What follows belongs to an exercise in optimizing a design on an open flow for small area; a production flow would make more cautious choices. Where RTL was checked, it was by simulation tests only, not by an equivalence proof against the original. No functional check of the RTL was part of runs 1 and 2. No run shown here takes its clock network from TritonCTS; it comes from the design's own scripts or RTL. No driver is modelled on the clock port, so clock power and skew are understated where the tree is cut down; a real chip needs a root buffer or a tree. Power figures rest on the tool's default switching activity, not on a simulated workload.

===== flow/design.v =====
module bist_fa(input x, input y, input z, output s, output c);
    assign {c, s} = {1'b0, x} + {1'b0, y} + {1'b0, z};
endmodule
module bist_ha(input x, input y, output s, output c);
    assign {c, s} = {1'b0, x} + {1'b0, y};
endmodule
module MISR_golden_sign(
    input clk,
    input reset,
    output reg [73:0] MISR
    );
    reg [7:0] xn;
    reg [3:1] t;
    reg m;
    wire [7:0] x = ~xn;
    wire inj = t[2] & ~t[3];
    wire [7:0] a = x;
    wire [7:0] b = {m, x[7], x[6], x[5] ^ m, x[4] ^ m, x[3], x[2], x[1] ^ m};
    wire [8:1] csn, cdn;
    wire [7:1] sn, dn;
    wire [7:0] s, d;
    assign s[0] = a[0] ^ b[0];
    assign csn[1] = ~(a[0] & b[0]);
    assign d[0] = a[0] ^ b[0];
    assign cdn[1] = ~a[0] & b[0];
    genvar i;
    generate
        for (i = 1; i < 8; i = i + 1) begin : rc
            bist_fa u_add (.x(xn[i]), .y(~b[i]), .z(csn[i]), .s(sn[i]), .c(csn[i+1]));
            bist_fa u_sub (.x(xn[i]), .y(b[i]), .z(cdn[i]), .s(dn[i]), .c(cdn[i+1]));
        end
    endgenerate
    assign s[7:1] = ~sn;
    assign d[7:1] = ~dn;
    wire [8:0] cs = {~csn[8], 8'd0};
    wire [8:0] cd = {~cdn[8], 8'd0};
    wire pp1 = a[0] & b[0];
    wire pp2 = a[0] & b[3];
    wire pp3 = a[0] & b[4];
    wire pp4 = a[0] & b[7];
    wire pp5 = a[1] & b[0];
    wire pp6 = a[1] & b[3];
    wire pp7 = a[1] & b[4];
    wire pp8 = a[1] & b[7];
    wire pp9 = a[2] & b[0];
    wire pp10 = a[2] & b[3];
    wire pp11 = a[2] & b[4];
    wire pp12 = a[2] & b[7];
    wire pp13 = a[3] & b[0];
    wire pp14 = a[3] & b[3];
    wire pp15 = a[3] & b[4];
    wire pp16 = a[3] & b[7];
    wire pp17 = a[4] & b[0];
    wire pp18 = a[4] & b[3];
    wire pp19 = a[4] & b[4];
    wire pp20 = a[4] & b[7];
    wire pp21 = a[5] & b[0];
    wire pp22 = a[5] & b[3];
    wire pp23 = a[5] & b[4];
    wire pp24 = a[5] & b[7];
    wire pp25 = a[6] & b[0];
    wire pp26 = a[6] & b[3];
    wire pp27 = a[6] & b[4];
    wire pp28 = a[6] & b[7];
    wire pp29 = a[7] & b[0];
    wire pp30 = a[7] & b[3];
    wire pp31 = a[7] & b[4];
    wire pp32 = a[7] & b[7];
    wire pp33 = a[0] & a[2];
    wire pp34 = a[0] & a[3];
    wire pp35 = a[1] & a[2];
    wire pp36 = a[1] & a[3];
    wire pp37 = a[2];
    wire pp38 = a[2] & a[3];
    wire pp39 = a[0] & a[6];
    wire pp40 = a[2] & a[4];
    wire pp41 = a[3];
    wire pp42 = a[0] & a[7];
    wire pp43 = a[1] & a[6];
    wire pp44 = a[2] & a[5];
    wire pp45 = a[3] & a[4];
    wire pp46 = a[1] & a[7];
    wire pp47 = a[2] & a[6];
    wire pp48 = a[3] & a[5];
    wire pp49 = a[2] & a[7];
    wire pp50 = a[3] & a[6];
    wire pp51 = a[3] & a[7];
    wire pp52 = a[4] & a[6];
    wire pp53 = a[4] & a[7];
    wire pp54 = a[5] & a[6];
    wire pp55 = a[5] & a[7];
    wire pp56 = a[6];
    wire pp57 = a[6] & a[7];
    wire pp58 = a[7];
    wire s59, c60;
    bist_fa u_s59 (.x(pp34), .y(pp35), .z(pp9), .s(s59), .c(c60));
    wire s61, c62;
    bist_fa u_s61 (.x(pp37), .y(pp36), .z(pp13), .s(s61), .c(c62));
    wire s63, c64;
    bist_fa u_s63 (.x(pp2), .y(c60), .z(s61), .s(s63), .c(c64));
    wire s65, c66;
    bist_fa u_s65 (.x(pp17), .y(pp3), .z(pp6), .s(s65), .c(c66));
    wire s67, c68;
    bist_fa u_s67 (.x(c62), .y(s65), .z(c64), .s(s67), .c(c68));
    wire s69, c70;
    bist_fa u_s69 (.x(pp41), .y(pp38), .z(pp39), .s(s69), .c(c70));
    wire s71, c72;
    bist_fa u_s71 (.x(pp40), .y(pp10), .z(pp21), .s(s71), .c(c72));
    wire s73, c74;
    bist_fa u_s73 (.x(pp7), .y(s69), .z(c66), .s(s73), .c(c74));
    wire s75, c76;
    bist_fa u_s75 (.x(s71), .y(s73), .z(c68), .s(s75), .c(c76));
    wire s77, c78;
    bist_fa u_s77 (.x(pp42), .y(pp43), .z(pp44), .s(s77), .c(c78));
    wire s79, c80;
    bist_fa u_s79 (.x(pp45), .y(pp11), .z(pp14), .s(s79), .c(c80));
    wire s81, c82;
    bist_fa u_s81 (.x(pp25), .y(c70), .z(s77), .s(s81), .c(c82));
    wire s83, c84;
    bist_fa u_s83 (.x(c72), .y(s79), .z(s81), .s(s83), .c(c84));
    wire s85, c86;
    bist_fa u_s85 (.x(c74), .y(s83), .z(c76), .s(s85), .c(c86));
    wire s87, c88;
    bist_fa u_s87 (.x(pp46), .y(pp48), .z(pp15), .s(s87), .c(c88));
    wire s89, c90;
    bist_fa u_s89 (.x(pp18), .y(pp29), .z(pp4), .s(s89), .c(c90));
    wire s91, c92;
    bist_fa u_s91 (.x(c78), .y(c80), .z(s87), .s(s91), .c(c92));
    wire s93, c94;
    bist_fa u_s93 (.x(s89), .y(c82), .z(s91), .s(s93), .c(c94));
    wire s95, c96;
    bist_fa u_s95 (.x(c84), .y(s93), .z(c86), .s(s95), .c(c96));
    wire s97, c98;
    bist_fa u_s97 (.x(pp47), .y(pp19), .z(pp22), .s(s97), .c(c98));
    wire s99, c100;
    bist_fa u_s99 (.x(pp8), .y(c88), .z(c90), .s(s99), .c(c100));
    wire s101, c102;
    bist_fa u_s101 (.x(s97), .y(c92), .z(s99), .s(s101), .c(c102));
    wire s103, c104;
    bist_fa u_s103 (.x(c94), .y(s101), .z(c96), .s(s103), .c(c104));
    wire s105, c106;
    bist_fa u_s105 (.x(pp49), .y(pp50), .z(pp52), .s(s105), .c(c106));
    wire s107, c108;
    bist_fa u_s107 (.x(pp12), .y(pp23), .z(pp26), .s(s107), .c(c108));
    wire s109, c110;
    bist_fa u_s109 (.x(s105), .y(c98), .z(s107), .s(s109), .c(c110));
    wire s111, c112;
    bist_fa u_s111 (.x(c100), .y(s109), .z(c102), .s(s111), .c(c112));
    wire s113, c114;
    bist_fa u_s113 (.x(pp51), .y(pp53), .z(pp54), .s(s113), .c(c114));
    wire s115, c116;
    bist_fa u_s115 (.x(pp16), .y(pp27), .z(pp30), .s(s115), .c(c116));
    wire s117, c118;
    bist_fa u_s117 (.x(c106), .y(s113), .z(c108), .s(s117), .c(c118));
    wire s119, c120;
    bist_fa u_s119 (.x(s115), .y(s117), .z(c110), .s(s119), .c(c120));
    wire s121, c122;
    bist_fa u_s121 (.x(pp56), .y(pp55), .z(pp20), .s(s121), .c(c122));
    wire s123, c124;
    bist_fa u_s123 (.x(pp31), .y(c114), .z(c116), .s(s123), .c(c124));
    wire s125, c126;
    bist_fa u_s125 (.x(s121), .y(c118), .z(s123), .s(s125), .c(c126));
    wire s127, c128;
    bist_fa u_s127 (.x(pp24), .y(c122), .z(c124), .s(s127), .c(c128));
    wire s129, c130;
    bist_fa u_s129 (.x(pp58), .y(pp57), .z(pp28), .s(s129), .c(c130));
    wire s131, c132;
    bist_ha u_s131 (.x(pp33), .y(pp5), .s(s131), .c(c132));
    wire s133, c134;
    bist_ha u_s133 (.x(c132), .y(s59), .s(s133), .c(c134));
    wire s135, c136;
    bist_ha u_s135 (.x(c134), .y(s63), .s(s135), .c(c136));
    wire s137, c138;
    bist_ha u_s137 (.x(c136), .y(s67), .s(s137), .c(c138));
    wire s139, c140;
    bist_ha u_s139 (.x(c138), .y(s75), .s(s139), .c(c140));
    wire s141, c142;
    bist_ha u_s141 (.x(c140), .y(s85), .s(s141), .c(c142));
    wire s143, c144;
    bist_ha u_s143 (.x(c142), .y(s95), .s(s143), .c(c144));
    wire s145, c146;
    bist_ha u_s145 (.x(c144), .y(s103), .s(s145), .c(c146));
    wire s147, c148;
    bist_fa u_s147 (.x(s111), .y(c104), .z(c146), .s(s147), .c(c148));
    wire s149, c150;
    bist_fa u_s149 (.x(s119), .y(c112), .z(c148), .s(s149), .c(c150));
    wire s151, c152;
    bist_ha u_s151 (.x(c120), .y(s125), .s(s151), .c(c152));
    wire s153 = s151 ^ c150;
    wire s154, c155;
    bist_ha u_s154 (.x(c126), .y(s127), .s(s154), .c(c155));
    wire cy156 = c152 | (s151 & c150);
    wire s157 = s154 ^ cy156;
    wire G158 = c155 | (s154 & c152);
    wire P159 = s154 & s151;
    wire s160, c161;
    bist_ha u_s160 (.x(s129), .y(c128), .s(s160), .c(c161));
    wire cy162 = G158 | (P159 & c150);
    wire s163 = s160 ^ cy162;
    wire G164 = c161 | (s160 & G158);
    wire P165 = s160 & P159;
    wire s166, c167;
    bist_ha u_s166 (.x(pp32), .y(c130), .s(s166), .c(c167));
    wire cy168 = G164 | (P165 & c150);
    wire s169 = s166 ^ cy168;
    wire G170 = c167 | (s166 & G164);
    wire P171 = s166 & P165;
    wire cy172 = G170 | (P171 & c150);
    wire s173 = cy172;
    wire [15:0] p = {s173, s169, s163, s157, s153, s149, s147, s145, s143, s141, s139, s137, s135, s133, s131, pp1};
    wire [7:0] xr = a ^ b;
    wire [7:0] xnr = ~xr;
    wire [7:0] nd = ~(a & b);
    wire [7:0] ll = a << 2;
    wire [7:0] lr = a >> 2;
    wire [73:0] r = {s, cs[8], d, ~cd[8], p, xr, xnr, nd, ll, lr};
    wire fb = MISR[73];
    wire [73:0] nxt = {MISR[72:0], fb} ^ r ^ {fb, 2'b00, fb, fb, 69'd0};
    always @(posedge clk) begin
        if (reset | ~t[2])
            MISR <= 74'd0;
        else
            MISR <= nxt;
    end
    always @(posedge clk) begin
        if (reset) begin
            xn <= 8'hff;
            t <= 3'd0;
            m <= 1'b0;
        end else begin
            xn <= ~{x[6], x[5], x[4] ^ x[7], x[3] ^ x[7], x[2], x[1], x[0] ^ x[7], x[7] | inj};
            t <= {t[2:1], 1'b1};
            m <= x[7] & t[3];
        end
    end
endmodule

===== flow/flow/run.sh =====
#!/bin/bash
# The standard ORFS layout (standard.sh) with these changes:
#  - port buffers are buf_1 cells (BUFFER_PORTS_ARGS); every port is still buffered;
#  - the clock tree is one level of MANUAL_CTS_N clock buffers, each driving a
#    balanced group of flip-flops (flow/cts_manual.tcl, sourced as PRE_CTS_TCL).
# ORFS's own logs stay under orfs/logs/; make's output goes to standard.log.
set -uo pipefail
bash standard.sh \
  "BUFFER_PORTS_ARGS=-buffer_cell sky130_fd_sc_hd__buf_1" \
  "REMOVE_ABC_BUFFERS=1" \
  "PRE_CTS_TCL=$PWD/flow/cts_manual.tcl" \
  "MANUAL_CTS_BUF=sky130_fd_sc_hd__clkbuf_16" \
  "MANUAL_CTS_N=4" \
  finish > standard.log 2>&1

===== flow/flow/cts_manual.tcl =====
# Sourced by ORFS's cts.tcl before its clock tree synthesis (PRE_CTS_TCL).
# Replaces clock_tree_synthesis with a one-level clock tree: the flip-flops
# are split into MANUAL_CTS_N balanced groups by position (halves by x, then
# halves by y), and one clock buffer at each group's centroid drives that
# group's clock pins. The clock port drives only these buffers.
rename clock_tree_synthesis orfs_clock_tree_synthesis

proc cts_split {pins axis} {
  set keyed {}
  foreach p $pins {
    lappend keyed [list [lindex $p $axis] $p]
  }
  set sorted [lsort -real -index 0 $keyed]
  set half [expr {[llength $sorted] / 2}]
  set a {}
  set b {}
  set i 0
  foreach kp $sorted {
    if {$i < $half} { lappend a [lindex $kp 1] } else { lappend b [lindex $kp 1] }
    incr i
  }
  return [list $a $b]
}

proc clock_tree_synthesis {args} {
  set block [ord::get_db_block]
  set dbu [$block getDbUnitsPerMicron]
  set net [$block findNet clk]
  # each pin: {x y iterm}
  set pins {}
  foreach it [$net getITerms] {
    set box [[$it getInst] getBBox]
    lappend pins [list [expr {([$box xMin] + [$box xMax]) / 2.0 / $dbu}] \
                      [expr {([$box yMin] + [$box yMax]) / 2.0 / $dbu}] $it]
  }
  set groups [list $pins]
  set axis 0
  while {[llength $groups] < $::env(MANUAL_CTS_N)} {
    set next {}
    foreach g $groups {
      foreach h [cts_split $g $axis] { lappend next $h }
    }
    set groups $next
    set axis [expr {1 - $axis}]
  }
  set k 0
  foreach g $groups {
    set sx 0.0
    set sy 0.0
    set loads {}
    foreach p $g {
      set sx [expr {$sx + [lindex $p 0]}]
      set sy [expr {$sy + [lindex $p 1]}]
      set it [lindex $p 2]
      lappend loads [get_pins "[[$it getInst] getName]/[[$it getMTerm] getName]"]
    }
    set n [llength $g]
    set cx [expr {$sx / $n}]
    set cy [expr {$sy / $n}]
    puts "manual CTS: group $k, $n clock pins, buffer at ($cx, $cy)"
    insert_buffer -net clk -load_pins $loads -buffer_cell $::env(MANUAL_CTS_BUF) \
      -location [list $cx $cy] -buffer_name clkbuf_m$k -net_name clknet_m$k
    incr k
  }
  foreach it [[$block findNet clk] getITerms] {
    set buf [$it getInst]
    set out [[$buf findITerm X] getNet]
    $out setSigType CLOCK
    puts "manual CTS: [$buf getName] drives [$out getName] ([llength [$out getITerms]] pins)"
  }
  set_propagated_clock [all_clocks]
}

===== flow/standard.sh =====
#!/bin/bash
# synth_recipe.tcl (not shown) runs the flow's synth.tcl, then flattens the netlist and writes it again
# the make line also repeats each setting of config.mk as NAME=value (left out here)
make -C /OpenROAD-flow-scripts/flow DESIGN_CONFIG=/design/flow/config.mk WORK_HOME=/design/flow/orfs CLKGATE_MAP_FILE= SYNTH_SCRIPT=/design/flow/synth_recipe.tcl "${@:-finish}"

===== flow/config.mk =====
export PLATFORM = sky130hd
export DESIGN_NAME = MISR_golden_sign
export DESIGN_NICKNAME = MISR_golden_sign
export VERILOG_FILES = /design/flow/design.v
export SDC_FILE = /design/flow/constraint.sdc
export NUM_CORES = 4
export LEC_CHECK = 0
export CAP_MARGIN = 20
export CORE_MARGIN = 2
export CORE_UTILIZATION = 70
export GPL_TIMING_DRIVEN = 0
export SLEW_MARGIN = 20
export SYNTH_HIERARCHICAL = 1

===== flow/constraint.sdc =====
create_clock -name core_clock -period 5.5 [get_ports {clk}]
set_input_delay 1.1000 -clock core_clock [delete_from_list [all_inputs] [get_ports {clk}]]
set_output_delay 1.1000 -clock core_clock [all_outputs]
set_load 0.01 [all_outputs]

==> reports/metrics.cfg, run 1 <==
[critical_path]
path_buf_inv=1
endpoint_kind=flop
endpoint=MISR[54]
cpMaxStageDelayCell=fa_1
path_delay_family=adder cells
worstSetupPathType=reg2reg
timing.rr.start=m
reg2reg_to=MISR[54]
startpoint=m
r2r_slack_ns=0.17
reg2reg_depth=17
crit_arrival_ns=5.40
worstSetupPathDepth=17
critical_path_peak_fanout=8
max_stage_delay_ns=0.51
critPathMostFrequentCell=fa_2
critPathLaunchType=flop
required_ns=5.57
path_cells=inv_8 > ha_4 > nor2_2 > fa_1 > fa_2 > fa_2 > fa_2 > fa_2 > fa_2 > fa_1 > ha_2 > fa_2 > fa_2 > a211oi_2 > nor2_2 > or3_1 > a21oi_2

[power]
powerDensity_nw_per_um2=188.8
p_leak_nw=2.253
ir_drop_uv=251.4
total_power_uw=972.4

[synthesis]
post_synth_num_cell_types=31
synth_top_area_frac=0.3778
synth_top_area_cell=dfxtp_1
netlist_area_sq_um=4557
syn_area_per_cell_sq_um=10.88
synth_warnings=7
ys_ff_latch=86
seq_area_frac_synth=0.3778
synth_area_leaders=dfxtp_1 (38%), fa_1 (23%), nor2_1 (8.9%)
syn-instance-count=419

[route]
wl_um=8829
route.detailed.drc=0
via_count=2963
postRouteAntennaNets=0
drtPass1Iterations=4
wl_per_cell_um=15.54
drtIter0Drc=84
viasPerCell=5.217

[grt]
grt_pass1_wl_um=14970
grt_antenna_before_repair=0
track_usage=0.2564
grt_pass1_vias=3185
grt-ovfl-total=0
grt_start_max_net_pins=74

[final_layout]
layout.nets=578
antenna_cells=0
stdcell_count=568
drive_above_1_share=0.1039
final_cell_mix=nor2_1 (106), dfxtp_1 (77), buf_1 (75)
final_common_cell=nor2_1
fin_area_sq_um=5150
syn2layout_area_growth_pct=13.01

[outcome]
status=finished clean

[timing]
rsz0062_at_grt=false
max_slew_margin=0.4830
report.final.slew_viol_count=0
tns_ns=0
timing.final.crit_share=0.9682
setup_violations=0
max_slew.worst_pin.slew_ns=0.7754
skew_ns=0.005299
fmax_mhz=187.8
hold_violations=0
period_needed_ns=5.325

[die]
dieArea_sq_um=7172
die_h_um=84.69
fp.dieW_um=84.69
io_pins=76
initial_core_util=0.7218
fp-row-count=29
core_area_sq_um=6314

[placement]
dp.cells=549
place_area_sq_um=4828
hpwl_um=6275
gp_congestion=0.8145
io_buffers=75

[clock_tree]
clk_latency_ns=0.15
cts_hold_buf=0
clkTransAtPathRegs_ns=0.08

[run]
cap_violations=0

[worst_hold_path]
hold_path_depth=1
worstHoldPathType=reg2reg

==> metrics by stage <==
step	setup slack [ns]	utilization	hold slack (ns)
after floorplan	-0.5734	-	0.4138
after global placement	-1.121	0.7636	0.4244
after detailed placement	-1.092	0.7648	0.4317
after CTS	0.003257	0.8119	0.4539
after global routing	0.02865	0.8157	0.4796
final	0.1750	0.8157	0.4523
==> worst min-delay path by stage <==
stage                 start  endpoint  slack (ns)
floorplan              t[1]      t[2]        0.41
global route        MISR[7]   MISR[8]        0.48
detailed placement     t[1]      t[2]        0.43
finish                 t[1]      t[2]        0.45
CTS                    t[1]      t[2]        0.45
global placement       t[1]      t[2]        0.42
==> power breakdown <==
part / switching [mW] / leakage, nW / internal (mW)
Combinational: 0.0310 / 1.51 / 0.0203
Sequential: 0.00715 / 0.696 / 0.628
Clock: 0.154 / 0.0493 / 0.133
==> synth_stat cells <==
master / count
a211oi_2: 1
inv_2: 1
ha_1: 31
nand4b_1: 1
nand2_1: 8
buf_1: 1
o21ai_0: 2
a21oi_2: 1
clkinv_1: 1
buf_2: 7
a211oi_1: 1
a21oi_1: 1
inv_1: 13
clkbuf_1: 8
nor3_1: 2
xnor2_1: 34
nand3_1: 1
nor2b_1: 2
nand2b_1: 1
and3_1: 1
xor2_1: 40
o21ai_1: 1
dfxtp_1: 86
nor2_1: 108
fa_1: 52
a21o_2: 1
o211ai_1: 1
and2_1: 4
buf_4: 6
or3_1: 1
nor3b_1: 1
==> modules after synthesis, one instance, submodules excluded <==
| module | times used | cell area [sq um] |
|---|---|---|
| MISR_golden_sign | 1 | 3366 |
| bist_fa | 52 | 20.02 |
| bist_ha | 12 | 12.51 |
==> kinds of logic after synthesis <==
kind of cell,synth area share
adders and majority gates,0.3136
buffers and inverters,0.03734
and+or+nand+nor,0.1148
DFF,0.3778
xor gates and xnor gates,0.1422
AOI/OAI and AO/OA,0.01428
==> worst reg2reg max path: cells and delay by family, from the launching register on <==
kind | cells | cell delay (ns)
flops | 1 | 0.38
buf+inv | 1 | 0.06
fa+ha+maj | 11 | 3.99
compound gates | 2 | 0.38
simple gates | 3 | 0.44
==> registers in the layout, summed over array words and instances (netlist names) <==
| register | cells |
|---|---|
| MISR | 74 |
| xn | 8 |
| t | 3 |
| m | 1 |
==> per-layer routing <==
metal  routed length (um)  GRT usage  up-vias
met5                    0          0        -
li1                     -          -     1429
met1                 3837     0.3491     1432
met4                  164    0.04762        0
met3                  419    0.02458       16
met2                 4407     0.4538       86
==> layout make-up, without the clock buffers <==
class | instances | area [sq um]
Timing Repair Buffer | 90 | 394.1
Inverter | 15 | 67.56
Multi-Input combinational cell | 296 | 2741
Tap cell | 77 | 96.34
Sequential cell | 86 | 1750
Fill cell | 414 | 1164
==> timing repair <==
action / 4_1_cts / 5_1_grt
resized for setup: 37 / 3
endpoints found under the hold margin: 0 / 0
pin swaps: 5 / 14
setup endpoints to repair: 7 / 4
setup buffers: 13 / 2
==> run 2, diff against run 1 <==
--- a/flow/design.v
+++ b/flow/design.v
@@ -185,29 +185,25 @@
     wire s149, c150;
     bist_fa u_s149 (.x(s119), .y(c112), .z(c148), .s(s149), .c(c150));
     wire s151, c152;
-    bist_ha u_s151 (.x(c120), .y(s125), .s(s151), .c(c152));
-    wire s153 = s151 ^ c150;
-    wire s154, c155;
-    bist_ha u_s154 (.x(c126), .y(s127), .s(s154), .c(c155));
-    wire cy156 = c152 | (s151 & c150);
-    wire s157 = s154 ^ cy156;
-    wire G158 = c155 | (s154 & c152);
-    wire P159 = s154 & s151;
-    wire s160, c161;
-    bist_ha u_s160 (.x(s129), .y(c128), .s(s160), .c(c161));
-    wire cy162 = G158 | (P159 & c150);
-    wire s163 = s160 ^ cy162;
-    wire G164 = c161 | (s160 & G158);
-    wire P165 = s160 & P159;
-    wire s166, c167;
-    bist_ha u_s166 (.x(pp32), .y(c130), .s(s166), .c(c167));
-    wire cy168 = G164 | (P165 & c150);
-    wire s169 = s166 ^ cy168;
-    wire G170 = c167 | (s166 & G164);
-    wire P171 = s166 & P165;
-    wire cy172 = G170 | (P171 & c150);
-    wire s173 = cy172;
-    wire [15:0] p = {s173, s169, s163, s157, s153, s149, s147, s145, s143, s141, s139, s137, s135, s133, s131, pp1};
+    bist_fa u_s151 (.x(c120), .y(s125), .z(c150), .s(s151), .c(c152));
+    wire s153, c154;
+    bist_ha u_s153 (.x(c126), .y(s127), .s(s153), .c(c154));
+    wire s155 = s153 ^ c152;
+    wire s156, c157;
+    bist_ha u_s156 (.x(s129), .y(c128), .s(s156), .c(c157));
+    wire cy158 = c154 | (s153 & c152);
+    wire s159 = s156 ^ cy158;
+    wire G160 = c157 | (s156 & c154);
+    wire P161 = s156 & s153;
+    wire s162, c163;
+    bist_ha u_s162 (.x(pp32), .y(c130), .s(s162), .c(c163));
+    wire cy164 = G160 | (P161 & c152);
+    wire s165 = s162 ^ cy164;
+    wire G166 = c163 | (s162 & G160);
+    wire P167 = s162 & P161;
+    wire cy168 = G166 | (P167 & c152);
+    wire s169 = cy168;
+    wire [15:0] p = {s169, s165, s159, s155, s151, s149, s147, s145, s143, s141, s139, s137, s135, s133, s131, pp1};
     wire [7:0] xr = a ^ b;
     wire [7:0] xnr = ~xr;
     wire [7:0] nd = ~(a & b);
==> run 2 against run 1 <==
Against the previous run:
- now fails the layout checks on setup timing
- via count is 3.5% lower
- final cell count is 2.1% lower
- area after synthesis is 0.27% lower
- synthesized cell count is 1.9% lower
- clock power is 1% higher
- highest routed layer unchanged
- clock skew is 0.0038 ns higher
- setup slack worse by 0.20 ns
- power is 0.25% higher
- first-iteration DRC count is 64% higher
- sequential power hardly changed
==> reports/metrics.cfg, run 2 <==
[placement]
gp_congestion=0.8094
place_area_sq_um=4790
hpwl_um=6108
io_buffers=75

[power]
total_power_uw=974.7
power_frac_comb=0.051
seqPwrFrac=0.652
swShare=0.1995
internal-power_uw=780.3
p_leak_nw=2.231
p_clk_frac=0.297
p_sw_uw=194.5
ir_drop_uv=231.8
powerDensity_nw_per_um2=191.1

[synthesis]
synthArstFlopShare=0
synth_warnings=7
synth_area_leaders=dfxtp_1 (38%), fa_1 (23%), nor2_1 (8.8%)
synth_most_common_cell=nor2_1
synth_top_area_frac=0.3789
synth_top_area_cell=dfxtp_1
post_synth_num_cell_types=26
syn-instance-count=411
ys_ff_latch=86
synthTopCellsByCount=nor2_1 (106), dfxtp_1 (86), fa_1 (53)
ys.flop_type=dfxtp_1
synth_edf_count=0
netlist_area_sq_um=4544
seq_area_frac_synth=0.3789
syn_area_per_cell_sq_um=11.06

[critical_path]
cpMaxStageDelayCell=fa_1
critPathMostFrequentCell=fa_2
endpoint_kind=flop
required_ns=5.59
path_buf_inv=1
critPathLaunchType=flop
max_stage_delay_ns=0.48
worstSetupPathType=reg2reg
path_cells=clkinvlp_4 > ha_4 > nor2_4 > fa_1 > fa_2 > fa_2 > fa_2 > fa_2 > fa_2 > fa_1 > ha_2 > fa_2 > fa_2 > fa_2 > a21o_1 > a2111o_1 > o21ai_2
crit_arrival_ns=5.61
critical_path_peak_fanout=4
path_delay_family=adder cells

[die]
fp.dieW_um=84.57
fp-row-count=29
initial_core_util=0.7198
core_area_sq_um=6314
io_pins=76
dieArea_sq_um=7152
die_h_um=84.57

[final_layout]
final_common_cell=nor2_1
syn2layout_area_growth_pct=12.25
nFillCells=393
layout.nets=566
largest-register=MISR
final_cell_mix=nor2_1 (104), dfxtp_1 (77), buf_1 (75)
antenna_cells=0
largest_register_ffs=74
drive_above_1_share=0.1023
reg_top3=MISR (74), xn (8), t (3)
fin_area_sq_um=5101

[route]
via_count=2858
route.detailed.drc=0
drtIter0Drc=138
wl_per_cell_um=15.65
viasPerCell=5.140
postRouteAntennaNets=0
drtPass1Iterations=4
wl_um=8701

[run]
cap_violations=0

[clock_tree]
clkTransAtPathRegs_ns=0.08
cts_hold_buf=0
clk_latency_ns=0.15

[timing]
rsz0062_at_grt=true
hold_violations=0
skew_ns=0.009118
period_needed_ns=5.526
tns_ns=-0.02551
setup_violations=1
report.final.slew_viol_count=0
max_slew_margin=0.5114
timing.final.crit_share=1.005
fmax_mhz=181.0
max_slew.worst_pin.slew_ns=0.7329
setup_ws_ns=-0.02551

[grt]
grt_pass1_vias=2976
grt-ovfl-total=0
grt_start_max_net_pins=71
grt_pass1_wl_um=14530
grt_antenna_before_repair=0
track_usage=0.2515

[outcome]
status=complete, but fails checks
so_faults=setup timing

[worst_hold_path]
worstHoldPathType=reg2reg

-- run 2: changes by cell type in the layout (fill, tap and decap cells not counted), moves of 2 or more --
cell	delta
nor3_1	-2
nor2_1	-2
clkinvlp_4	+2
xnor2_1	-2
ha_1	-2
buf_4	-5
a21oi_2	-2
fa_2	+2
-- run 2: repair_timing --
| action | 4_1_cts | 5_1_grt |
|---|---|---|
| resized for setup | 39 | 4 |
| pin swaps | 18 | 5 |
| setup endpoints to repair | 7 | 5 |
| setup buffers | 11 | 0 |
-- run 2: cell type report, without the clock buffers --
type	instances	area [sq um]	share of cell area
Multi-Input combinational cell	288	2719	0.5330
Sequential cell	86	1750	0.3431
Timing Repair Buffer	86	367.9	0.07211
Tap cell	77	96.34	0.01889
Inverter	15	67.56	0.01325
-- run 2: cell families (layout without fill, tap and decap cells) --
| family | after synthesis | in the layout | share of synthesized area |
|---|---|---|---|
| fa+ha+maj | 83 | 83 | 0.3161 |
| buf+inv | 37 | 105 | 0.04323 |
| simple gates | 124 | 124 | 0.1074 |
| compound gates | 7 | 7 | 0.01156 |
| xor+xnor | 73 | 73 | 0.1407 |
| mux | 1 | 1 | 0.002203 |
| flops | 86 | 86 | 0.3789 |
-- run 2: power groups by stage --
stage / clock [mW] / combinational (mW) / sequential [mW]
finish: 0.290 / 0.0501 / 0.635
global route: 0.313 / 0.0565 / 0.636
CTS: 0.292 / 0.0502 / 0.635
detailed placement: 0 / 0.0464 / 0.654
global placement: 0 / 0.0454 / 0.654
floorplan: 0 / 0.0301 / 0.655
-- run 2: worst paths after layout --
| check | from | to | slack [ns] | depth (start not counted) |
|---|---|---|---|---|
| worst min register to register | t[1] | t[2] | 0.46 | 1 |
| worst min-delay path | t[1] | t[2] | 0.46 | 1 |
| worst max-delay path | m | MISR[54] | -0.03 | 17 |
| worst max register to register | m | MISR[54] | -0.03 | 17 |
-- run 2: stage by stage --
stage | utilization | instances | hold slack, ns | worst slack (ns)
2_1_floorplan | - | 389 | 0.4138 | -0.8143
3_3_place_gp | 0.7574 | 541 | 0.4246 | -1.346
3_5_place_dp | 0.7586 | 541 | 0.4450 | -1.346
4_1_cts | 0.8052 | 556 | 0.4639 | -0.04236
5_1_grt | 0.8080 | 556 | 0.4746 | -0.1871
6_report | 0.8080 | 556 | 0.4638 | -0.02551
-- run 2: routing by layer --
layer	global-route usage	wire length, um
met3	0.01672	373
met5	0	0
met4	0.04185	166
met1	0.3587	3759
met2	0.4352	4401
-- run 2: Yosys stat by module, one instance, submodules excluded --
module            flip-flops and latches  area, sq um
bist_ha                                0        12.51
MISR_golden_sign                      86         3346
bist_fa                                0        20.02
-- run 2: worst register-to-register path: stages, from the launching register on --
cell,delay [ns]
dfxtp_4,0.37
clkinvlp_4,0.12
ha_4,0.32
nor2_4,0.04
fa_1,0.48
fa_2,0.38
fa_2,0.35
fa_2,0.36
fa_2,0.35
fa_2,0.34
fa_1,0.46
ha_2,0.21
fa_2,0.34
fa_2,0.35
fa_2,0.37
a21o_1,0.19
a2111o_1,0.38
o21ai_2,0.06
==> run 3, diff against run 2 <==
--- a/flow/design.v
+++ b/flow/design.v
@@ -10,10 +10,10 @@
     output reg [73:0] MISR
     );
     reg [7:0] xn;
-    reg [3:1] t;
-    reg m;
+    reg [4:1] t;
     wire [7:0] x = ~xn;
     wire inj = t[2] & ~t[3];
+    wire m = x[0] & t[4];
     wire [7:0] a = x;
     wire [7:0] b = {m, x[7], x[6], x[5] ^ m, x[4] ^ m, x[3], x[2], x[1] ^ m};
     wire [8:1] csn, cdn;
@@ -183,27 +183,35 @@
     wire s147, c148;
     bist_fa u_s147 (.x(s111), .y(c104), .z(c146), .s(s147), .c(c148));
     wire s149, c150;
-    bist_fa u_s149 (.x(s119), .y(c112), .z(c148), .s(s149), .c(c150));
-    wire s151, c152;
-    bist_fa u_s151 (.x(c120), .y(s125), .z(c150), .s(s151), .c(c152));
-    wire s153, c154;
-    bist_ha u_s153 (.x(c126), .y(s127), .s(s153), .c(c154));
-    wire s155 = s153 ^ c152;
-    wire s156, c157;
-    bist_ha u_s156 (.x(s129), .y(c128), .s(s156), .c(c157));
-    wire cy158 = c154 | (s153 & c152);
-    wire s159 = s156 ^ cy158;
-    wire G160 = c157 | (s156 & c154);
-    wire P161 = s156 & s153;
-    wire s162, c163;
-    bist_ha u_s162 (.x(pp32), .y(c130), .s(s162), .c(c163));
-    wire cy164 = G160 | (P161 & c152);
-    wire s165 = s162 ^ cy164;
-    wire G166 = c163 | (s162 & G160);
-    wire P167 = s162 & P161;
-    wire cy168 = G166 | (P167 & c152);
-    wire s169 = cy168;
-    wire [15:0] p = {s169, s165, s159, s155, s151, s149, s147, s145, s143, s141, s139, s137, s135, s133, s131, pp1};
+    bist_ha u_s149 (.x(s119), .y(c112), .s(s149), .c(c150));
+    wire s151 = s149 ^ c148;
+    wire s152, c153;
+    bist_ha u_s152 (.x(c120), .y(s125), .s(s152), .c(c153));
+    wire cy154 = c150 | (s149 & c148);
+    wire s155 = s152 ^ cy154;
+    wire G156 = c153 | (s152 & c150);
+    wire P157 = s152 & s149;
+    wire s158, c159;
+    bist_ha u_s158 (.x(c126), .y(s127), .s(s158), .c(c159));
+    wire cy160 = G156 | (P157 & c148);
+    wire s161 = s158 ^ cy160;
+    wire G162 = c159 | (s158 & G156);
+    wire P163 = s158 & P157;
+    wire s164, c165;
+    bist_ha u_s164 (.x(s129), .y(c128), .s(s164), .c(c165));
+    wire cy166 = G162 | (P163 & c148);
+    wire s167 = s164 ^ cy166;
+    wire G168 = c165 | (s164 & G162);
+    wire P169 = s164 & P163;
+    wire s170, c171;
+    bist_ha u_s170 (.x(pp32), .y(c130), .s(s170), .c(c171));
+    wire cy172 = G168 | (P169 & c148);
+    wire s173 = s170 ^ cy172;
+    wire G174 = c171 | (s170 & G168);
+    wire P175 = s170 & P169;
+    wire cy176 = G174 | (P175 & c148);
+    wire s177 = cy176;
+    wire [15:0] p = {s177, s173, s167, s161, s155, s151, s147, s145, s143, s141, s139, s137, s135, s133, s131, pp1};
     wire [7:0] xr = a ^ b;
     wire [7:0] xnr = ~xr;
     wire [7:0] nd = ~(a & b);
@@ -221,12 +229,10 @@
     always @(posedge clk) begin
         if (reset) begin
             xn <= 8'hff;
-            t <= 3'd0;
-            m <= 1'b0;
+            t <= 4'd0;
         end else begin
             xn <= ~{x[6], x[5], x[4] ^ x[7], x[3] ^ x[7], x[2], x[1], x[0] ^ x[7], x[7] | inj};
-            t <= {t[2:1], 1'b1};
-            m <= x[7] & t[3];
+            t <= {t[3:1], 1'b1};
         end
     end
 endmodule
--- a/flow/flow/run.sh
+++ b/flow/flow/run.sh
@@ -10,5 +10,5 @@
   "REMOVE_ABC_BUFFERS=1" \
   "PRE_CTS_TCL=$PWD/flow/cts_manual.tcl" \
   "MANUAL_CTS_BUF=sky130_fd_sc_hd__clkbuf_16" \
-  "MANUAL_CTS_N=4" \
+  "MANUAL_CTS_N=3" \
   finish > standard.log 2>&1
--- a/flow/flow/cts_manual.tcl
+++ b/flow/flow/cts_manual.tcl
@@ -1,25 +1,29 @@
 # Sourced by ORFS's cts.tcl before its clock tree synthesis (PRE_CTS_TCL).
 # Replaces clock_tree_synthesis with a one-level clock tree: the flip-flops
-# are split into MANUAL_CTS_N balanced groups by position (halves by x, then
-# halves by y), and one clock buffer at each group's centroid drives that
+# are split into MANUAL_CTS_N balanced groups by position (cut recursively
+# across the longer side), and one clock buffer at each group's centroid drives that
 # group's clock pins. The clock port drives only these buffers.
 rename clock_tree_synthesis orfs_clock_tree_synthesis
 
-proc cts_split {pins axis} {
-  set keyed {}
+# Split pins ({x y iterm} each) into n groups of near-equal size: cut across
+# the longer side of the group's bounding box, in proportion, and recurse.
+proc cts_split {pins n} {
+  if {$n <= 1} { return [list $pins] }
+  set xs {}
+  set ys {}
   foreach p $pins {
-    lappend keyed [list [lindex $p $axis] $p]
+    lappend xs [lindex $p 0]
+    lappend ys [lindex $p 1]
   }
-  set sorted [lsort -real -index 0 $keyed]
-  set half [expr {[llength $sorted] / 2}]
-  set a {}
-  set b {}
-  set i 0
-  foreach kp $sorted {
-    if {$i < $half} { lappend a [lindex $kp 1] } else { lappend b [lindex $kp 1] }
-    incr i
-  }
-  return [list $a $b]
+  set xs [lsort -real $xs]
+  set ys [lsort -real $ys]
+  set axis [expr {([lindex $xs end] - [lindex $xs 0]) >= ([lindex $ys end] - [lindex $ys 0]) ? 0 : 1}]
+  set sorted [lsort -real -index $axis $pins]
+  set n1 [expr {$n / 2}]
+  set cut [expr {([llength $sorted] * $n1 + $n / 2) / $n}]
+  set a [lrange $sorted 0 [expr {$cut - 1}]]
+  set b [lrange $sorted $cut end]
+  return [concat [cts_split $a $n1] [cts_split $b [expr {$n - $n1}]]]
 }
 
 proc clock_tree_synthesis {args} {
@@ -33,16 +37,7 @@
     lappend pins [list [expr {([$box xMin] + [$box xMax]) / 2.0 / $dbu}] \
                       [expr {([$box yMin] + [$box yMax]) / 2.0 / $dbu}] $it]
   }
-  set groups [list $pins]
-  set axis 0
-  while {[llength $groups] < $::env(MANUAL_CTS_N)} {
-    set next {}
-    foreach g $groups {
-      foreach h [cts_split $g $axis] { lappend next $h }
-    }
-    set groups $next
-    set axis [expr {1 - $axis}]
-  }
+  set groups [cts_split $pins $::env(MANUAL_CTS_N)]
   set k 0
   foreach g $groups {
     set sx 0.0
==> run 3 against run 2 <==
Against the previous run:
- now clean on timing, DRC and antenna
- critical path depth down 3
- global-route usage down 0.10 points
- synthesized cell count up 2.4%
- core utilization down 1.5 points
- final area down 1.9%
- routed wire length up 0.80%
- setup slack better by 0.20 ns
- sequential share of layout area up 0.50 points
- combinational power up 7.2%
- critical endpoint is now MISR[53]
- highest routed layer unchanged
==> reports/metrics.cfg, run 3 <==
[outcome]
status=finished clean

[placement]
hpwl_um=6546
io_buffers=75
gp_congestion=0.8261

[critical_path]
timing.rr.start=xn[7]
crit_arrival_ns=5.42
cpMaxStageDelayCell=dfxtp_2
path_cells=inv_1 > ha_1 > fa_1 > fa_1 > fa_1 > fa_1 > fa_1 > fa_1 > ha_1 > fa_2 > nand3_1 > a21boi_2 > or3_1 > a21oi_1
worstSetupPathType=reg2reg
critPathMostFrequentCell=fa_1
endpoint_kind=flop
reg2reg_to=MISR[53]
max_stage_delay_ns=0.54
r2r_slack_ns=0.17
required_ns=5.59
critical_path_peak_fanout=11
critPathLaunchType=flop
reg2reg_depth=14

[grt]
grt_start_max_net_pins=72
grt-ovfl-total=0
grt_pass1_wl_um=14570
grt_antenna_before_repair=0
grt_pass1_vias=2987
track_usage=0.2505

[die]
fp.dieW_um=84.74
core_area_sq_um=6314
initial_core_util=0.7228
io_pins=76
fp-row-count=29
dieArea_sq_um=7181
die_h_um=84.74

[timing]
max_slew_margin=0.5107
hold_violations=0
period_needed_ns=5.326
tns_ns=0
timing.final.crit_share=0.9683
max_slew.worst_pin.slew_ns=0.7340
report.final.slew_viol_count=0
rsz0062_at_grt=false
setup_violations=0
fmax_mhz=187.8
fin_hold_ws_ns=0.4535
skew_ns=0.006178

[final_layout]
syn2layout_area_growth_pct=9.707
drive_above_1_share=0.05821
final_common_cell=nor2_1
largest_register_ffs=74
layout.nets=567
final_cell_mix=nor2_1 (104), dfxtp_1 (79), buf_1 (75)
largest-register=MISR
antenna_cells=0
nFillCells=412
final_util=0.7929
reg_top3=MISR (74), xn (8), t (4)

[synthesis]
synth_warnings=7
synthTopCellsByCount=nor2_1 (105), dfxtp_1 (86), fa_1 (51)
synth_most_common_cell=nor2_1
syn-instance-count=421
synth_area_leaders=dfxtp_1 (38%), fa_1 (22%), nor2_1 (8.6%)
synth_edf_count=0
synth_top_area_cell=dfxtp_1
seq_area_frac_synth=0.3773
syn_area_per_cell_sq_um=10.84
post_synth_num_cell_types=31
synthArstFlopShare=0
ys_ff_latch=86
netlist_area_sq_um=4563
synth_top_area_frac=0.3773
ys.flop_type=dfxtp_1

[route]
via_count=2994
wl_per_cell_um=15.72
drtIter0Drc=100
postRouteAntennaNets=0
drtPass1Iterations=4
wl_um=8771
route.detailed.drc=0
viasPerCell=5.366

[power]
powerDensity_nw_per_um2=188.6
ir_drop_uv=279.8
p_leak_nw=2.249

[clock_tree]
clkTransAtPathRegs_ns=0.10
clk_latency_ns=0.16

[worst_hold_path]
worstHoldPathType=reg2reg
min_to=t[2]
hp-start=t[1]
hold_path_depth=1

[run]
cap_violations=0

==> run 3: worst max path at each step <==
| stage | startpoint | endpoint |
|---|---|---|
| detailed placement | xn[0] | MISR[55] |
| CTS | xn[0] | MISR[53] |
| global placement | xn[0] | MISR[55] |
| global route | xn[4] | MISR[53] |
| finish | xn[7] | MISR[53] |
| floorplan | xn[0] | MISR[55] |
==> run 3: worst max-delay path: cells and delay by family (launching register included) <==
family	cells	cell delay [ns]
compound gates	2	0.24
fa+ha+maj	9	3.71
buf+inv	1	0.28
flops	1	0.54
simple gates	2	0.48
==> run 3: power breakdown <==
group,internal (mW),switching (mW)
logic,0.0219,0.0318
clock network,0.101,0.151
registers,0.630,0.00867
total,0.753,0.191
==> run 3: Yosys stat by module (local to each module, per instance) <==
module | cell area [sq um] | cells
bist_fa | 20.02 | 1
bist_ha | 12.51 | 1
MISR_golden_sign | 3379 | 357
==> run 3: cell type report, without the clock buffers <==
cell class,instances,area [sq um],share of cell area
inverter,15,58.81,0.01175
timing repair buffer,79,311.5,0.06223
multi-input combinational,298,2721,0.5436
sequential,86,1743,0.3482
tap,77,96.34,0.01925
==> run 3: logic make-up after synthesis <==
| kind of cell | synth area share |
|---|---|
| compound gates | 0.009049 |
| simple gates | 0.1215 |
| buf+inv | 0.03701 |
| xor+xnor | 0.1420 |
| fa+ha+maj | 0.3087 |
| mux | 0.004387 |
| flops | 0.3773 |
==> run 3: what timing repair did <==
item,4_1_cts,5_1_grt
pin swaps,1,1
buffers inserted,1,3
hold buffers,0,0
gates resized for setup,22,5
setup endpoints to repair,7,6
==> run 3: metrics by stage <==
stage,instance area (sq um),power [mW],instances,worst slack [ns]
global route,5006,0.9748,558,0.002416
finish,5006,0.9439,558,0.1743
floorplan,4451,0.6892,399,-0.1200
CTS,4971,0.9519,555,0.003517
detailed placement,4828,0.7054,551,-0.6826
global placement,4828,0.7036,551,-0.6318
==> run 3: per-layer routing <==
layer	GRT usage	routed length, um	up-vias
met2	0.4417	4524	87
met1	0.3458	3576	1472
met5	0	0	-
li1	-	-	1415
met3	0.01377	450	20
met4	0.05483	219	0
==> run 4, diff against run 3 <==
--- a/flow/flow/run.sh
+++ b/flow/flow/run.sh
@@ -9,6 +9,6 @@
   "BUFFER_PORTS_ARGS=-buffer_cell sky130_fd_sc_hd__buf_1" \
   "REMOVE_ABC_BUFFERS=1" \
   "PRE_CTS_TCL=$PWD/flow/cts_manual.tcl" \
-  "MANUAL_CTS_BUF=sky130_fd_sc_hd__clkbuf_16" \
-  "MANUAL_CTS_N=3" \
+  "MANUAL_CTS_BUF=sky130_fd_sc_hd__buf_12" \
+  "MANUAL_CTS_N=4" \
   finish > standard.log 2>&1
==> run 4 against run 3 <==
Against the previous run:
- via count shrank 0.84%
- sequential power is essentially flat
- sequential share of layout area shrank 0.18 points
- worst hold slack lost 0.0079 ns
- register-to-register slack lost 0.03 ns
- final cell count grew 0.18%
- maximum frequency shrank 0.48%
- final area grew 0.52%
- sequential cell count is the same
- first-iteration DRC count grew 54%
- clock power grew 7%
- largest cell class unchanged
==> reports/metrics.cfg, run 4 <==
[critical_path]
critPathLaunchType=flop
critical_path_peak_fanout=8
required_ns=5.55
worstSetupPathType=reg2reg
crit_arrival_ns=5.40
endpoint_kind=flop

[route]
wl_um=8858
met3_length_um=456
via_count=2969
wl_per_cell_um=15.85
route.top_layer_used=met4
drtIter0Drc=154
route.detailed.drc=0
met1_length_um=3701
postRouteAntennaNets=0
wl_met2_um=4548
drtPass1Iterations=4
viasPerCell=5.311

[timing]
setup_violations=0
hold_violations=0
setup_ws_ns=0.1489
period_needed_ns=5.351
fmax_mhz=186.9
skew_ns=0.007261
max_slew.worst_pin.slew_ns=0.7332
fin_hold_ws_ns=0.4456
max_slew_margin=0.5112
report.final.slew_viol_count=0
timing.final.crit_share=0.9729

[placement]
io_buffers=75
gp_congestion=0.8261
hpwl_um=6546
dp_worst_setup_slack_ns=-0.6826

[power]
p_leak_nw=2.237
ir_drop_uv=262.4
powerDensity_nw_per_um2=191.3

[die]
die_h_um=84.74
io_pins=76
dieArea_sq_um=7181
fp.dieW_um=84.74
fp-row-count=29
core_area_sq_um=6314
initial_core_util=0.7228

[synthesis]
syn_area_per_cell_sq_um=10.84
synth_area_leaders=dfxtp_1 (38%), fa_1 (22%), nor2_1 (8.6%)
synth_top_area_frac=0.3773
ys_ff_latch=86
ys.flop_type=dfxtp_1
post_synth_num_cell_types=31
synth_most_common_cell=nor2_1
synth_edf_count=0
syn-instance-count=421
synthArstFlopShare=0
synth_warnings=7
netlist_area_sq_um=4563
synthTopCellsByCount=nor2_1 (105), dfxtp_1 (86), fa_1 (51)
synth_top_area_cell=dfxtp_1
seq_area_frac_synth=0.3773

[final_layout]
reg_top3=MISR (74), xn (8), t (4)
syn2layout_area_growth_pct=10.28
final_cell_mix=nor2_1 (104), dfxtp_1 (79), buf_1 (75)
largest_register_ffs=74
final_common_cell=nor2_1
layout.nets=568
largest-register=MISR
multi_input_area_sq_um=2740
nFillCells=411
drive_above_1_share=0.06017
antenna_cells=0
seq_area_sq_um=1743

[clock_tree]
clk_latency_ns=0.13
clkTransAtPathRegs_ns=0.09

[grt]
track_usage=0.2526
grt_pass1_wl_um=14660
grt_pass1_vias=2995
grt-ovfl-total=0
grt_start_max_net_pins=72
grt_antenna_before_repair=0

[run]
cap_violations=0

[worst_hold_path]
worstHoldPathType=reg2reg

[outcome]
status=finished clean

## run 4: timing repair
item / 4_1_cts / 5_1_grt
hold endpoints to repair: 0 / 0
hold buffers: 0 / 0
gates cloned: 0 / 0
pin swaps: 1 / 1
resized for setup: 22 / 8
endpoints found under the setup margin: 7 / 6
buffers inserted: 1 / 3
## run 4: per-stage QoR
| step | cells | TNS [ns] | util | total power, mW | instance area (sq um) |
|---|---|---|---|---|---|
| global route | 559 | -0.01014 | 0.7971 | 0.9964 | 5032 |
| global placement | 551 | -3.017 | 0.7648 | 0.7036 | 4828 |
| CTS | 556 | 0 | 0.7881 | 0.9707 | 4976 |
| floorplan | 399 | -0.2079 | - | 0.6892 | 4451 |
| finish | 559 | 0 | 0.7971 | 0.9626 | 5032 |
| detailed placement | 551 | -3.302 | 0.7648 | 0.7054 | 4828 |
## run 4: where the power goes
part	internal, mW	leakage (nW)	switching, mW
Sequential	0.630	0.695	0.00863
Combinational	0.0218	1.50	0.0321
Clock	0.118	0.0376	0.152
Total	0.770	2.24	0.192
## run 4: worst max-delay path: stages, from the launching register on
cell,delay [ns]
dfxtp_4,0.39
inv_6,0.10
nand2_8,0.09
ha_4,0.31
nor2_2,0.05
fa_1,0.52
fa_2,0.39
fa_2,0.37
fa_2,0.37
fa_1,0.42
fa_1,0.43
fa_1,0.47
ha_1,0.24
fa_2,0.37
nand3_1,0.13
a21boi_2,0.10
or3_1,0.36
a21oi_1,0.15
## run 4: layout make-up, without the clock buffers
cell class,count,share of cell area
multi-input cells,298,0.5445
repair buffers,79,0.06191
flip-flops and latches,86,0.3463
inverters,15,0.01218
well taps,77,0.01914
## run 4: cell families (layout without fill, tap and decap cells)
logic type | Yosys count | count (layout) | share of synthesized area
adder cells (fa/ha/maj) | 82 | 82 | 0.3087
XOR/XNOR | 74 | 74 | 0.1420
AO/OA/AOI/OAI | 7 | 7 | 0.009049
buffers and inverters | 37 | 98 | 0.03701
AND/OR/NAND/NOR | 133 | 133 | 0.1215
multiplexers | 2 | 2 | 0.004387
flip-flops | 86 | 86 | 0.3773
## run 4: Yosys stat by module (local to each module, per instance)
module,cells inside,flops+latches
MISR_golden_sign,357,86
bist_fa,1,0
bist_ha,1,0
## run 4: metal layers
layer,global-route usage,vias to the layer above
li1,-,1414
met1,0.3557,1459
met2,0.4381,84
met3,0.01868,12
met4,0.04762,0
met5,0,-
## run 4: final timing paths
path / from / to / slack, ns / cells after the start
setup / recovery: xn[0] / MISR[53] / 0.15 / 17
setup reg to reg: xn[0] / MISR[53] / 0.15 / 17
hold reg to reg: t[1] / t[2] / 0.45 / 1
hold / removal: t[1] / t[2] / 0.45 / 1
==> run 5, diff against run 4 <==
--- a/flow/flow/run.sh
+++ b/flow/flow/run.sh
@@ -10,5 +10,5 @@
   "REMOVE_ABC_BUFFERS=1" \
   "PRE_CTS_TCL=$PWD/flow/cts_manual.tcl" \
   "MANUAL_CTS_BUF=sky130_fd_sc_hd__buf_12" \
-  "MANUAL_CTS_N=4" \
+  "MANUAL_CTS_N=3" \
   finish > standard.log 2>&1
==> run 5 against run 4 <==
Against the previous run:
- maximum frequency grew 0.56%
- via count grew 0.30%
- sequential cell count is the same
- clock power shrank 11%
- sequential share of layout area grew 0.29 points
- register-to-register slack better by 0.03 ns
- synthesized cell count unchanged
==> reports/metrics.cfg, run 5 <==
[synthesis]
synth_edf_count=0
syn-instance-count=421
synthTopCellsByCount=nor2_1 (105), dfxtp_1 (86), fa_1 (51)
ys_ff_latch=86
ys.flop_type=dfxtp_1
synth_most_common_cell=nor2_1
seq_area_frac_synth=0.3773
synth_top_area_cell=dfxtp_1
syn_area_per_cell_sq_um=10.84
synthArstFlopShare=0
synth_area_leaders=dfxtp_1 (38%), fa_1 (22%), nor2_1 (8.6%)
synth_top_area_frac=0.3773
post_synth_num_cell_types=31
synth_warnings=7
netlist_area_sq_um=4563

[timing]
fin_hold_ws_ns=0.4526
skew_ns=0.004125
report.final.slew_viol_count=0
period_needed_ns=5.321
timing.final.crit_share=0.9675
fmax_mhz=187.9
hold_violations=0
max_slew_margin=0.5096
max_slew.worst_pin.slew_ns=0.7356
setup_violations=0

[critical_path]
endpoint_kind=flop
r2r_slack_ns=0.18
crit_arrival_ns=5.39
worstSetupPathType=reg2reg
startpoint=xn[7]
cpMaxStageDelayCell=dfxtp_2
required_ns=5.57
critPathLaunchType=flop
reg2reg_to=MISR[53]
critPathMostFrequentCell=fa_1
max_stage_delay_ns=0.54
reg2reg_depth=14
critical_path_peak_fanout=11
timing.rr.start=xn[7]
path_cells=inv_1 > ha_1 > fa_1 > fa_1 > fa_1 > fa_1 > fa_1 > fa_1 > ha_1 > fa_2 > nand3_1 > a21boi_2 > or3_1 > a21oi_1

[placement]
gp_congestion=0.8261
dp.cells=551
hpwl_um=6546
io_buffers=75

[route]
postRouteAntennaNets=0
viasPerCell=5.337
wl_per_cell_um=15.70
route.detailed.drc=0
via_count=2978
drtIter0Drc=137
wl_um=8759
drtPass1Iterations=4

[die]
dieArea_sq_um=7181
fp.dieW_um=84.74
initial_core_util=0.7228
core_area_sq_um=6314
die_h_um=84.74
io_pins=76
fp-row-count=29

[power]
ir_drop_uv=261.2
p_leak_nw=2.240
total_power_uw=932.0
powerDensity_nw_per_um2=186.7

[final_layout]
largest_register_ffs=74
syn2layout_area_growth_pct=9.378
drive_above_1_share=0.05821
reg_top3=MISR (74), xn (8), t (4)
final_common_cell=nor2_1
seq_area_sq_um=1743
final_util=0.7905
stdcell_count=558
nFillCells=416
layout.nets=567
antenna_cells=0
largest-register=MISR
final_cell_mix=nor2_1 (104), dfxtp_1 (79), buf_1 (75)
multi_input_area_sq_um=2721

[clock_tree]
clk_latency_ns=0.14
clkTransAtPathRegs_ns=0.11
cts_hold_buf=0

[grt]
grt_pass1_wl_um=14570
grt_antenna_before_repair=0
grt_start_max_net_pins=72
grt-ovfl-total=0
grt_pass1_vias=2988
track_usage=0.2498

[worst_hold_path]
worstHoldPathType=reg2reg
hold_path_depth=1
hp-start=t[1]
min_to=t[2]

[run]
cap_violations=0

[outcome]
status=finished clean

==> run 5: cell counts after synthesis <==
No cell type changed its count.
==> run 5: how the worst max path moves through the flow <==
| stage | end | cells after the start |
|---|---|---|
| detailed placement | MISR[55] | 17 |
| global placement | MISR[55] | 17 |
| global route | MISR[53] | 15 |
| CTS | MISR[53] | 17 |
| floorplan | MISR[55] | 17 |
| finish | MISR[53] | 14 |
==> run 5: logic make-up after synthesis <==
| kind of cell | count (synthesis) | synth area share |
|---|---|---|
| muxes | 2 | 0.004387 |
| and+or+nand+nor | 133 | 0.1215 |
| buffers and inverters | 37 | 0.03701 |
| DFF | 86 | 0.3773 |
| AOI/OAI and AO/OA | 7 | 0.009049 |
| adders and majority gates | 82 | 0.3087 |
| xor gates and xnor gates | 74 | 0.1420 |
==> run 5: where the power goes <==
part           leakage [nW]  internal [mW]  total, mW  switching, mW
clock network        0.0282         0.0891      0.240          0.151
logic                  1.52         0.0219     0.0538         0.0319
registers             0.695          0.629      0.638        0.00870
total                  2.24          0.741      0.932          0.191
==> run 5: modules after synthesis, one instance, submodules excluded <==
module / times used / area, sq um / cells inside / flops+latches
bist_ha: 13 / 12.51 / 1 / 0
MISR_golden_sign: 1 / 3379 / 357 / 86
bist_fa: 51 / 20.02 / 1 / 0
==> run 5: what timing repair did <==
action | in CTS | in global routing
hold endpoints to repair | 0 | 0
setup endpoints to repair | 7 | 6
buffers inserted | 1 | 3
gates resized for setup | 22 | 5
pin swaps | 1 | 1
==> run 5: layout make-up, without the clock buffers <==
type	count	share of cell area
repair buffers	79	0.06242
inverters	15	0.01178
well taps	77	0.01930
multi-input cells	298	0.5452
flip-flops and latches	86	0.3492
==> run 5: stage by stage <==
step	cell area, sq um	TNS, ns	worst slack, ns
6_report	4991	0	0.1788
5_1_grt	4991	-0.002409	-0.002409
4_1_cts	4956	0	0.001493
3_5_place_dp	4828	-3.302	-0.6826
3_3_place_gp	4828	-3.017	-0.6318
2_1_floorplan	4451	-0.2079	-0.1200
==> run 5: critical path: cells and delay by family, from the launching register on <==
family / cells / cell delay (ns)
AOI/OAI and AO/OA: 2 / 0.24
DFF: 1 / 0.54
adders and majority gates: 9 / 3.70
buffers and inverters: 1 / 0.28
and+or+nand+nor: 2 / 0.48
==> run 5: layer usage <==
metal,vias up,share of wire,GRT usage
li1,1412,-,-
met1,1457,0.41,0.3439
met2,90,0.51,0.4395
met3,19,0.055,0.02065
met4,0,0.024,0.04906
met5,-,0,0
==> run 6, diff against run 5 <==
--- a/flow/flow/run.sh
+++ b/flow/flow/run.sh
@@ -1,7 +1,7 @@
 #!/bin/bash
 # The standard ORFS layout (standard.sh) with these changes:
 #  - port buffers are buf_1 cells (BUFFER_PORTS_ARGS); every port is still buffered;
-#  - the clock tree is one level of MANUAL_CTS_N clock buffers, each driving a
+#  - the clock tree is one level of MANUAL_CTS_N buffers (MANUAL_CTS_BUF), each driving a
 #    balanced group of flip-flops (flow/cts_manual.tcl, sourced as PRE_CTS_TCL).
 # ORFS's own logs stay under orfs/logs/; make's output goes to standard.log.
 set -uo pipefail
==> run 6 against run 5 <==
Against the previous run:
- clock power is essentially flat
- first-iteration DRC count stayed put
- sequential power hardly changed
- largest power group unchanged
- routed wire length is the same
- still clean on timing, DRC and antenna
- critical endpoint unchanged
- largest cell class unchanged
==> reports/metrics.cfg, run 6 <==
[grt]
grt_antenna_before_repair=0
grt_pass1_wl_um=14570
grt_start_max_net_pins=72
grt-ovfl-total=0
grt_pass1_vias=2988
track_usage=0.2498

[synthesis]
netlist_area_sq_um=4563
post_synth_num_cell_types=31
ys.flop_type=dfxtp_1
synth_edf_count=0
ys_ff_latch=86
synth_top_area_cell=dfxtp_1
synth_most_common_cell=nor2_1
seq_area_frac_synth=0.3773
synthTopCellsByCount=nor2_1 (105), dfxtp_1 (86), fa_1 (51)
synthArstFlopShare=0
synth_top_area_frac=0.3773
synth_area_leaders=dfxtp_1 (38%), fa_1 (22%), nor2_1 (8.6%)
synth_warnings=7
syn-instance-count=421
syn_area_per_cell_sq_um=10.84

[final_layout]
largest-register=MISR
reg_top3=MISR (74), xn (8), t (4)
syn2layout_area_growth_pct=9.378
largest_register_ffs=74
drive_above_1_share=0.05821
fin_area_sq_um=4991
layout.nets=567
antenna_cells=0
final_common_cell=nor2_1
final_util=0.7905
final_cell_mix=nor2_1 (104), dfxtp_1 (79), buf_1 (75)

[die]
core_area_sq_um=6314
initial_core_util=0.7228
io_pins=76
fp-row-count=29
die_h_um=84.74
fp.dieW_um=84.74
dieArea_sq_um=7181

[critical_path]
required_ns=5.57
critPathLaunchType=flop
critical_path_peak_fanout=11
endpoint_kind=flop
worstSetupPathType=reg2reg
crit_arrival_ns=5.39

[power]
seqPwrFrac=0.685
internal-power_uw=740.5
p_sw_uw=191.4
total_power_uw=932.0
p_clk_frac=0.258
powerDensity_nw_per_um2=186.7
p_leak_nw=2.240
ir_drop_uv=261.2
swShare=0.2054
power_frac_comb=0.058

[timing]
setup_violations=0
max_slew_margin=0.5096
skew_ns=0.004125
fin_hold_ws_ns=0.4526
fmax_mhz=187.9
timing.final.crit_share=0.9675
period_needed_ns=5.321
hold_violations=0
max_slew.worst_pin.slew_ns=0.7356
report.final.slew_viol_count=0

[route]
drtIter0Drc=137
wl_um=8759
route.detailed.drc=0
drtPass1Iterations=4
wl_per_cell_um=15.70
postRouteAntennaNets=0
via_count=2978
viasPerCell=5.337

[clock_tree]
clk_latency_ns=0.14
clkTransAtPathRegs_ns=0.11

[outcome]
status=finished clean

[placement]
place_area_sq_um=4828
gp_congestion=0.8261
io_buffers=75
hpwl_um=6546

[run]
cap_violations=0

[worst_hold_path]
worstHoldPathType=reg2reg

[run 6: metrics by stage]
step	setup TNS, ns	worst slack, ns	cells
after floorplan	-0.2079	-0.1200	399
after global placement	-3.017	-0.6318	551
after detailed placement	-3.302	-0.6826	551
after CTS	0	0.001493	555
after global routing	-0.002409	-0.002409	558
final	0	0.1788	558
[run 6: area by class of cell, without the clock buffers]
| class | instances | area [sq um] |
|---|---|---|
| multi-input cells | 298 | 2721 |
| repair buffers | 79 | 311.5 |
| fillers | 416 | 1323 |
| well taps | 77 | 96.34 |
| flip-flops and latches | 86 | 1743 |
| inverters | 15 | 58.81 |
[run 6: path summary, 6_finish.rpt]
path               from       end  slack (ns)  cells after the start
setup / recovery  xn[7]  MISR[53]        0.18                     14
hold / removal     t[1]      t[2]        0.45                      1
setup reg to reg  xn[7]  MISR[53]        0.18                     14
hold reg to reg    t[1]      t[2]        0.45                      1
[run 6: cells by family after synthesis]
logic type               count (synthesis)  synth area share
AND/OR/NAND/NOR                        133            0.1215
XOR/XNOR                                74            0.1420
flip-flops                              86            0.3773
buffers and inverters                   37           0.03701
multiplexers                             2          0.004387
adder cells (fa/ha/maj)                 82            0.3087
AO/OA/AOI/OAI                            7          0.009049
[run 6: worst max-delay path, cell delays in order, from the launching register on]
cell and delay [ns]:
dfxtp_2 0.54, inv_1 0.28, ha_1 0.27, fa_1 0.46, fa_1 0.50, fa_1 0.51
fa_1 0.46, fa_1 0.42, fa_1 0.47, ha_1 0.24, fa_2 0.37, nand3_1 0.12
a21boi_2 0.10, or3_1 0.36, a21oi_1 0.14
[run 6: per-layer routing]
metal | global-route usage | share of wire
met5 | 0 | 0
met4 | 0.04906 | 0.024
met3 | 0.02065 | 0.055
met2 | 0.4395 | 0.51
met1 | 0.3439 | 0.41
[run 6: modules after synthesis, one instance, submodules excluded]
module            cells inside  cell area [sq um]
MISR_golden_sign           357               3379
bist_fa                      1              20.02
bist_ha                      1              12.51
[run 6: power by group through the flow]
stage	registers, mW	logic [mW]	clock network [mW]
after CTS	0.639	0.0526	0.248
after global placement	0.654	0.0495	0
after global routing	0.639	0.0603	0.264
final	0.638	0.0538	0.240
after floorplan	0.656	0.0331	0
after detailed placement	0.654	0.0510	0
[run 6: repair_timing]
action	CTS	global route
hold buffers	0	0
hold endpoints to repair	0	0
setup buffers	1	3
pin swaps	1	1
cloned	0	0
setup endpoints to repair	7	6
resized for setup	22	5

[what the ideal ports hide]
The results above use ideal ports. As a check the final layouts listed here were re-extracted and re-timed, cells and wires unchanged. Step 1 assumes that a clkbuf_16 drives the clock port and a buf_2 every other input. Step 2, shift: input delay + t, output delay - t, t = (earliest + latest rising clock arrival at the registers) / 2. This alone moves slack from input paths to output paths. Three values: ideal, step 1, step 2; two values: the first two.
run	t (ns)	setup slack, ns	latest minus earliest clock arrival (ns)	slew at the worst register clock pin (ns)	cell pins on the clock port's net
run 1	0.222	0.175 / 0.175 / 0.175	0.005 / 0.005	0.09 / 0.09	4
run 2	0.226	-0.026 / -0.026 / -0.026	0.010 / 0.009	0.09 / 0.09	4
run 3	0.225	0.174 / 0.174 / 0.174	0.007 / 0.007	0.10 / 0.10	3
run 4	0.205	0.149 / 0.149 / 0.149	0.007 / 0.008	0.09 / 0.09	4
run 5	0.204	0.179 / 0.179 / 0.179	0.004 / 0.004	0.11 / 0.11	3
run 6	0.204	0.179 / 0.179 / 0.179	0.004 / 0.004	0.11 / 0.11	3
